Context: an optimization exercise on an open-source flow, tuned for small area. The choices shown serve that exercise and are no tape-out recipe. The RTL was checked by simulation tests, not by an equivalence proof against the original design. Power and IR drop assume default switching activity.

<file path="config.mk">
export PLATFORM = sky130hd
export DESIGN_NAME = rgb_led
export DESIGN_NICKNAME = rgb_led
export VERILOG_FILES = /design/flow/design.v
export SDC_FILE = /design/flow/constraint.sdc
export NUM_CORES = 4
export LEC_CHECK = 0
export CAP_MARGIN = 20
export CORE_MARGIN = 2
export CORE_UTILIZATION = 72
export CTS_BUF_LIST = sky130_fd_sc_hd__clkbuf_8
export CTS_CLUSTER_DIAMETER = 70
export CTS_CLUSTER_SIZE = 16
export GPL_TIMING_DRIVEN = 0
export PLACE_DENSITY = 0.8
export SLEW_MARGIN = 20
export SYNTH_HIERARCHICAL = 1
export SYNTH_MINIMUM_KEEP_SIZE = 0
</file>
<file path="constraint.sdc">
create_clock -name core_clock -period 5.0 [get_ports {clk}]
set_input_delay 1.0000 -clock core_clock [delete_from_list [all_inputs] [get_ports {clk}]]
set_output_delay 1.0000 -clock core_clock [all_outputs]
set_load 0.01 [all_outputs]
</file>
<file path="design.v">
`default_nettype none
module led_fa(input a, input b, input c, output s, output co);
	assign s = a ^ b ^ c;
	assign co = (a & b) | (c & (a ^ b));
endmodule
module led_ha(input a, input b, output s, output co);
	assign s = a ^ b;
	assign co = a & b;
endmodule
module led_slice #(parameter U0 = 0) (    
	input clk,
	input rot,
	input rotn,    
	input run,
	input runn,    
	input l,
	input cu_i,
	input cdn_i,
	output cu_o,
	output cdn_o
);
	reg u, dn, zn;
	wire su, sdn;
	generate if (U0) begin : h
		led_ha fu (u, l, su, cu_o);
	end else begin : f
		led_fa fu (u, l, cu_i, su, cu_o);
	end endgenerate
	led_fa fd (dn, l, cdn_i, sdn, cdn_o);
	always @(posedge clk) begin
		u <= ~rotn & ~zn | run & su;
		dn <= (~rot | ~su) & (runn | sdn);
		zn <= (rotn | sdn) & (runn | zn);
	end
endmodule
module led_cycler(
	input clk,
	input rst,
	input tick,
	input rst_d,
	input tick_d,
	input [16:0] g0,       
	input [16:8] g1,       
	input g1z,             
	output [2:0] is_u,     
	output [2:0] is_d,     
	output cu,             
	output cd              
);
parameter SOFFSET = 0;
parameter SSTART = 0;
	localparam LO = 8;
	localparam HI = 16 - LO;
	localparam [16:0] LAST = 17'd65536 - SOFFSET;    
	localparam [15:0] K1 = SOFFSET;                   
	localparam [15:0] K2 = SOFFSET - 1;               
	reg first0, w0, first1, w1;
	reg [1:0] ph;
	reg done;
	wire done0 = (g0 == LAST);
	always @(posedge clk) begin
		if (rst) begin
			first0 <= 1'b1;
			w0 <= 1'b0;
		end else if (tick) begin
			if (done0) begin
				first0 <= 1'b0;
				w0 <= (SOFFSET != 0);
			end else if (g0[16]) begin
				w0 <= 1'b0;
			end
		end
		first1 <= first0;
		w1 <= w0;
		done <= done0;
		if (rst_d)
			ph <= SSTART;
		else if (tick_d & done)
			ph <= (ph == 2'd2) ? 2'd0 : ph + 2'd1;
	end
	wire [15:0] k0 = {16{~first0}} & (w0 ? K2 : K1);
	wire [15:0] k1 = {16{~first1}} & (w1 ? K2 : K1);
	wire [16:0] cl;
	wire [15:0] lv;
	wire [LO:0] lv0;
	reg l_mid, cl_mid;
	assign cl[0] = 1'b0;
	genvar j;
	generate for (j = 0; j < 16; j = j + 1) begin : gl
		wire ga = j <= LO ? g0[j] : g1[j];
		wire kb = j <= LO ? k0[j] : k1[j];
		wire ci = j == LO + 1 ? cl_mid : cl[j];
		wire s;
		if (SOFFSET == 0) begin : z
			assign s = ga;
			assign cl[j+1] = 1'b0;
		end else if (j == 0) begin : b0
			if (K1[0] | (K2[0] & (SOFFSET != 0))) begin : h
				led_ha ha (ga, kb, s, cl[j+1]);
			end else begin : w
				assign s = ga;
				assign cl[j+1] = 1'b0;
			end
		end else if (K1[j] | (K2[j] & (SOFFSET != 0))) begin : f
			led_fa fa (ga, kb, ci, s, cl[j+1]);
		end else begin : h
			led_ha ha (ga, ci, s, cl[j+1]);
		end
		if (j <= LO) begin : lo
			assign lv0[j] = s;
			if (j < LO) begin : lo2
				assign lv[j] = s;
			end else begin : mid
				assign lv[j] = l_mid;
			end
		end else begin : hi
			assign lv[j] = s;
		end
	end endgenerate
	wire chg_n = ~rst & tick & done0;        
	wire chg = ~rst_d & tick_d & done;       
	wire lo_rot = ~rst & chg_n;
	wire lo_run = ~rst & ~chg_n;
	wire hi_rot = ~rst_d & chg;
	wire hi_run = ~rst_d & ~chg;
	wire [16:0] cuc, cdc;     
	reg cu_mid, cd_mid;
	assign cuc[0] = 1'b0;
	assign cdc[0] = ~first0;     
	generate for (j = 0; j < 16; j = j + 1) begin : gs
		if (j < LO) begin : lo
			led_slice #(.U0(j == 0)) sl (clk, lo_rot, ~lo_rot, lo_run, ~lo_run, lv[j],
				cuc[j], cdc[j], cuc[j+1], cdc[j+1]);
		end else begin : hi
			led_slice sl (clk, hi_rot, ~hi_rot, hi_run, ~hi_run, lv[j],
				j == LO ? cu_mid : cuc[j], j == LO ? cd_mid : cdc[j],
				cuc[j+1], cdc[j+1]);
		end
	end endgenerate
	always @(posedge clk) begin
		l_mid <= lv0[LO];
		cl_mid <= cl[LO+1];
		cu_mid <= cuc[LO];
		cd_mid <= cdc[LO];
	end
	assign cu = cuc[16];
	assign cd = ~cdc[16];
	wire zf = first1 & g1z;
	assign is_u = {ph == 2'd0, ph == 2'd2, ph == 2'd1};
	assign is_d = {ph == 2'd1, ph == 2'd0, ph == 2'd2} & {3{~zf}};
endmodule
module rgb_led(
	input  clk,
	input  rst,
	input  tick,
	output [10:0] ledc,
	output [2:0] leda
);
	reg rst_d, tick_d;
	always @(posedge clk) begin
		rst_d <= rst;
		tick_d <= tick;
	end
	reg [16:0] g0;
	reg [16:8] g1;
	reg g1z;
	always @(posedge clk) begin
		g0 <= rst ? 17'd0 : ~tick ? g0 : g0[16] ? 17'd0 : g0 + 17'd1;
		g1 <= g0[16:8];
		g1z <= ~|g0[15:0];
	end
	wire [2:0] iu [0:10];
	wire [2:0] id [0:10];
	wire [10:0] cu, cd;
	led_cycler #(.SOFFSET(0),     .SSTART(0)) ledcyc0  (clk, rst, tick, rst_d, tick_d, g0, g1, g1z, iu[0],  id[0],  cu[0],  cd[0]);
	led_cycler #(.SOFFSET(17873), .SSTART(0)) ledcyc1  (clk, rst, tick, rst_d, tick_d, g0, g1, g1z, iu[1],  id[1],  cu[1],  cd[1]);
	led_cycler #(.SOFFSET(35746), .SSTART(0)) ledcyc2  (clk, rst, tick, rst_d, tick_d, g0, g1, g1z, iu[2],  id[2],  cu[2],  cd[2]);
	led_cycler #(.SOFFSET(53619), .SSTART(0)) ledcyc3  (clk, rst, tick, rst_d, tick_d, g0, g1, g1z, iu[3],  id[3],  cu[3],  cd[3]);
	led_cycler #(.SOFFSET(5957),  .SSTART(1)) ledcyc4  (clk, rst, tick, rst_d, tick_d, g0, g1, g1z, iu[4],  id[4],  cu[4],  cd[4]);
	led_cycler #(.SOFFSET(23830), .SSTART(1)) ledcyc5  (clk, rst, tick, rst_d, tick_d, g0, g1, g1z, iu[5],  id[5],  cu[5],  cd[5]);
	led_cycler #(.SOFFSET(41704), .SSTART(1)) ledcyc6  (clk, rst, tick, rst_d, tick_d, g0, g1, g1z, iu[6],  id[6],  cu[6],  cd[6]);
	led_cycler #(.SOFFSET(59577), .SSTART(1)) ledcyc7  (clk, rst, tick, rst_d, tick_d, g0, g1, g1z, iu[7],  id[7],  cu[7],  cd[7]);
	led_cycler #(.SOFFSET(11915), .SSTART(2)) ledcyc8  (clk, rst, tick, rst_d, tick_d, g0, g1, g1z, iu[8],  id[8],  cu[8],  cd[8]);
	led_cycler #(.SOFFSET(29788), .SSTART(2)) ledcyc9  (clk, rst, tick, rst_d, tick_d, g0, g1, g1z, iu[9],  id[9],  cu[9],  cd[9]);
	led_cycler #(.SOFFSET(47661), .SSTART(2)) ledcyc10 (clk, rst, tick, rst_d, tick_d, g0, g1, g1z, iu[10], id[10], cu[10], cd[10]);
	reg [9:0] timer;
	reg [1:0] col;
	always @(posedge clk) begin
		if (rst) begin
			timer <= 0;
			col <= 2'd3;
		end else begin
			timer <= timer + 1'b1;
			case (col)
				2'd3: col <= 2'd0;
				2'd0: if (timer == 0) col <= 2'd1;
				2'd1: if (timer == 0) col <= 2'd2;
				default: if (timer == 0) col <= 2'd0;
			endcase
		end
	end
	wire [2:0] leda_w = {col == 2'd2, col == 2'd1, col[1] == col[0]};
	localparam R = 0, G = 1, B = 2;
	localparam [21:0] MAP0 = {2'd1, 2'd1, 2'd0, 2'd0, 2'd2, 2'd2, 2'd1, 2'd2, 2'd1, 2'd2, 2'd1};
	localparam [21:0] MAP1 = {2'd0, 2'd0, 2'd1, 2'd1, 2'd0, 2'd0, 2'd0, 2'd0, 2'd0, 2'd0, 2'd0};
	localparam [21:0] MAP2 = {2'd2, 2'd2, 2'd2, 2'd2, 2'd1, 2'd1, 2'd2, 2'd1, 2'd2, 2'd1, 2'd2};
	reg [10:0] led_out_latch;
	wire [10:0] latch_n;
	genvar i;
	generate for (i = 0; i < 11; i = i + 1) begin : gled
		wire [2:0] u = iu[i];
		wire [2:0] d = id[i];
		wire su = leda_w[0] & u[MAP0[2*i +: 2]] | leda_w[1] & u[MAP1[2*i +: 2]] | leda_w[2] & u[MAP2[2*i +: 2]];
		wire sd = leda_w[0] & d[MAP0[2*i +: 2]] | leda_w[1] & d[MAP1[2*i +: 2]] | leda_w[2] & d[MAP2[2*i +: 2]];
		wire su_r = su & ~rst, sd_r = sd & ~rst, one = rst_d & ~rst;
		assign latch_n[i] = su_r & cu[i] | sd_r & cd[i] | one;
	end endgenerate
	always @(posedge clk)
		led_out_latch <= latch_n;
	assign ledc = led_out_latch;
	assign leda = leda_w;
endmodule  
</file>
<file path="run.sh">
#!/bin/bash
# synth_recipe.tcl (not shown) runs the flow's synth.tcl, then flattens the netlist and writes it again
# the make line also repeats each setting of config.mk as NAME=value (left out here)
make -C /OpenROAD-flow-scripts/flow DESIGN_CONFIG=/design/flow/config.mk WORK_HOME=/design/flow/orfs CLKGATE_MAP_FILE= SYNTH_SCRIPT=/design/flow/synth_recipe.tcl finish
</file>
==> summary.txt <==
first-pass GRT wire length = 119000 um
hold_sp = ledcyc10.first0$_SDFFE_PP1P_
Post-CTS Resized = 1
setup violators final = 0
Max IR drop VDD = 354 uV
max_slew headroom = 17.3%
DRT Pass-1 Iters = 5
max_cap viols = 0
IO Count = 17
Core Rows = 76
worst reg2reg path depth = 11
CP Max Fanout = 12
Largest Register = g0
average wire per standard cell = 24.5 um
biggest regs = g0 (17), led_out_latch (11), timer (10)
total wire length = 73000 um
total number of yosys warnings = 21
number of CTS-inserted buffers = 49
initial core utilization = 73.3%
Die Height = 214 um
CP endpoint kind = register
Post-DRT Antenna Nets = 0
DR vias/cell = 6.69
FF-to-FF setup slack = 0.12 ns
fill count = 2719
Clock Sinks = 686
CTS tree = built
DP HPWL = 47700 um
fin crit period = 4.88 ns
Pleak = 14.1 nW
design area = 33700 sq um
Port Buffer Count = 16
H-tree Lvls = 2
final hold vios = 0
clock root buffer = clkbuf_8
P&R area growth vs syn = 6.05%
Worst-Margin Slew = 1.24 ns
mapped cell area = 31800 sq um
DRC = 0
initial antenna violation count = 1
Setup CP Type = register to register
max reg flops = 17
Peak Freq = 205 MHz
critical path required time = 5.51 ns
vias in the first global route = 21800
Post CTS Setup Buffer Count = 0
period utilisation layout = 97.5%
GPL Wtd Cong = 0.851
CP arrival = 5.38 ns
grt total ovfl = 0
hold endpoint = ledcyc10.first1$_DFF_P_
RSZ-0062 raised after global routing = no
CP Launch Type = register
routed vias = 20000
clock slew at reported path FFs = 0.10 ns
hold-critical path depth = 0
largest net degree at the start of global routing = 34
total track usage = 33.0%
Worst Hold Class = register to register
status = no timing/DRC/antenna violations
Syn Inst Count = 2316
reg2reg end = led_out_latch[8]$_DFF_P_
Placed Cells = 2931
die area = 45800 sq um
setup TNS = 0 ns
core area = 43400 sq um
Starting DRT DRC Count = 1558
Max Slew Vio Count = 0
# nets final = 2921
final clock skew = 0.0243 ns
Post-DP Area = 33000 sq um
Max clock buf depth = 3
share of cells above drive strength 1 = 6.04%
reg2reg start = g1[9]$_DFF_P_
worst skew pair latency = 0.68 ns
hold buffers post-CTS = 0
PwrDens = 332 nW/um^2
Post-Syn Area per Cell = 13.7 sq um
Synth Net Count = 2840
die extent in x = 214 um
final cell count without fillers = 2987
## area by class of cell
cell class / instances / area [sq um] / area share, %
timing repair buffer: 30 / 418 / 1.24
buffer: 15 / 90.1 / 0.267
sequential: 686 / 13800 / 40.8
inverter: 86 / 323 / 0.958
antenna: 2 / 5.00 / 0.0149
multi-input combinational: 1529 / 17700 / 52.4
clock inverter: 5 / 30.0 / 0.0891
tap: 585 / 732 / 2.17
clock buffer: 49 / 674 / 2.00
## where the power goes
part	switching [mW]	total, mW	internal [mW]
clock	1.73	2.62	0.891
sequential	0.321	6.25	5.93
combinational	1.08	2.32	1.24
## critical path, stage by stage, from the launching register on
cell	delay [ns]
dfxtp_4	0.68
fa_1	0.55
fa_1	0.45
fa_1	0.40
fa_1	0.42
fa_1	0.43
fa_1	0.44
fa_1	0.40
fa_1	0.43
a22o_1	0.25
a22oi_1	0.13
a21oi_1	0.12
## cells in the final DEF (no fill, tap or decap), types with 8 or more instances in the layout
master / instances
a211oi_1: 11
o2bb2ai_1: 176
nand3b_1: 8
nor2b_1: 19
nand4_1: 14
nor4b_2: 8
o22a_1: 183
o21ai_0: 11
a21oi_1: 38
clkdlybuf4s50_1: 14
nand2_1: 47
a2bb2oi_1: 176
dfxtp_2: 18
nand3_1: 9
nand2b_1: 12
fa_1: 417
ha_1: 104
a21boi_0: 15
nor2_1: 53
xor2_1: 14
nor3_1: 11
inv_1: 87
a22o_1: 40
dfxtp_1: 666
and2_1: 16
a22oi_1: 17
clkbuf_8: 50
## routing by layer
layer | share of wire (%) | global-route usage, %
met2 | 49 | 54.9
met4 | 3.5 | 12.9
met3 | 6.2 | 5.48
met1 | 41 | 43.9
met5 | 0 | 0
## through the flow
step	worst slack [ns]	utilization (%)	hold WS, ns	power (mW)
6_report	0.123	77.7	0.385	11.2
5_1_grt	0.0251	77.7	0.395	11.7
4_1_cts	0.151	77.7	0.384	11.2
3_5_place_dp	-0.0722	76.1	0.377	8.60
3_3_place_gp	-0.653	75.3	0.358	8.45
2_1_floorplan	0.367	-	0.351	7.96
## how the worst max path moves through the flow
stage / start / endpoint / slack [ns] / depth (start not counted)
2_1_floorplan: g0[0]$_SDFFE_PP0P_ / ledcyc8.gs[7].lo.sl.zn$_DFF_P_ / 0.37 / 10
3_3_place_gp: g0[1]$_SDFFE_PP0P_ / ledcyc3.gs[7].lo.sl.zn$_DFF_P_ / -0.65 / 9
3_5_place_dp: g1[9]$_DFF_P_ / led_out_latch[8]$_DFF_P_ / -0.07 / 11
4_1_cts: ledcyc8.first1$_DFF_P_ / led_out_latch[8]$_DFF_P_ / 0.15 / 12
5_1_grt: ledcyc8.first1$_DFF_P_ / led_out_latch[8]$_DFF_P_ / 0.03 / 12
6_report: g1[9]$_DFF_P_ / led_out_latch[8]$_DFF_P_ / 0.12 / 11

-- port drivers added, routing unchanged --
How much do the figures lean on ideal ports? The routed layout below was timed once more, with nothing changed but the port constraints. Step 1 (the two cells are an assumption about what drives the block):
set clk [get_ports {clk}]
set_driving_cell -lib_cell sky130_fd_sc_hd__clkbuf_16 $clk
set_driving_cell -lib_cell sky130_fd_sc_hd__buf_2 [delete_from_list [all_inputs] $clk]
Step 2 times the ports against the registers' clock, not the clock port: input delays grow and output delays shrink by t, the midpoint of the rising clock arrivals with the driver on. Three values: ideal ports, drivers, drivers and shift; two values: the first two.
t, ns: 0.725
setup WS [ns]: 0.123 / 0.123 / 0.123
worst slew at a driven data input, ns: 0.03
After both steps setup and hold are still met in this run. The setup slack of this run moves by 0.000 ns with the drivers and by 0.000 ns with both steps.
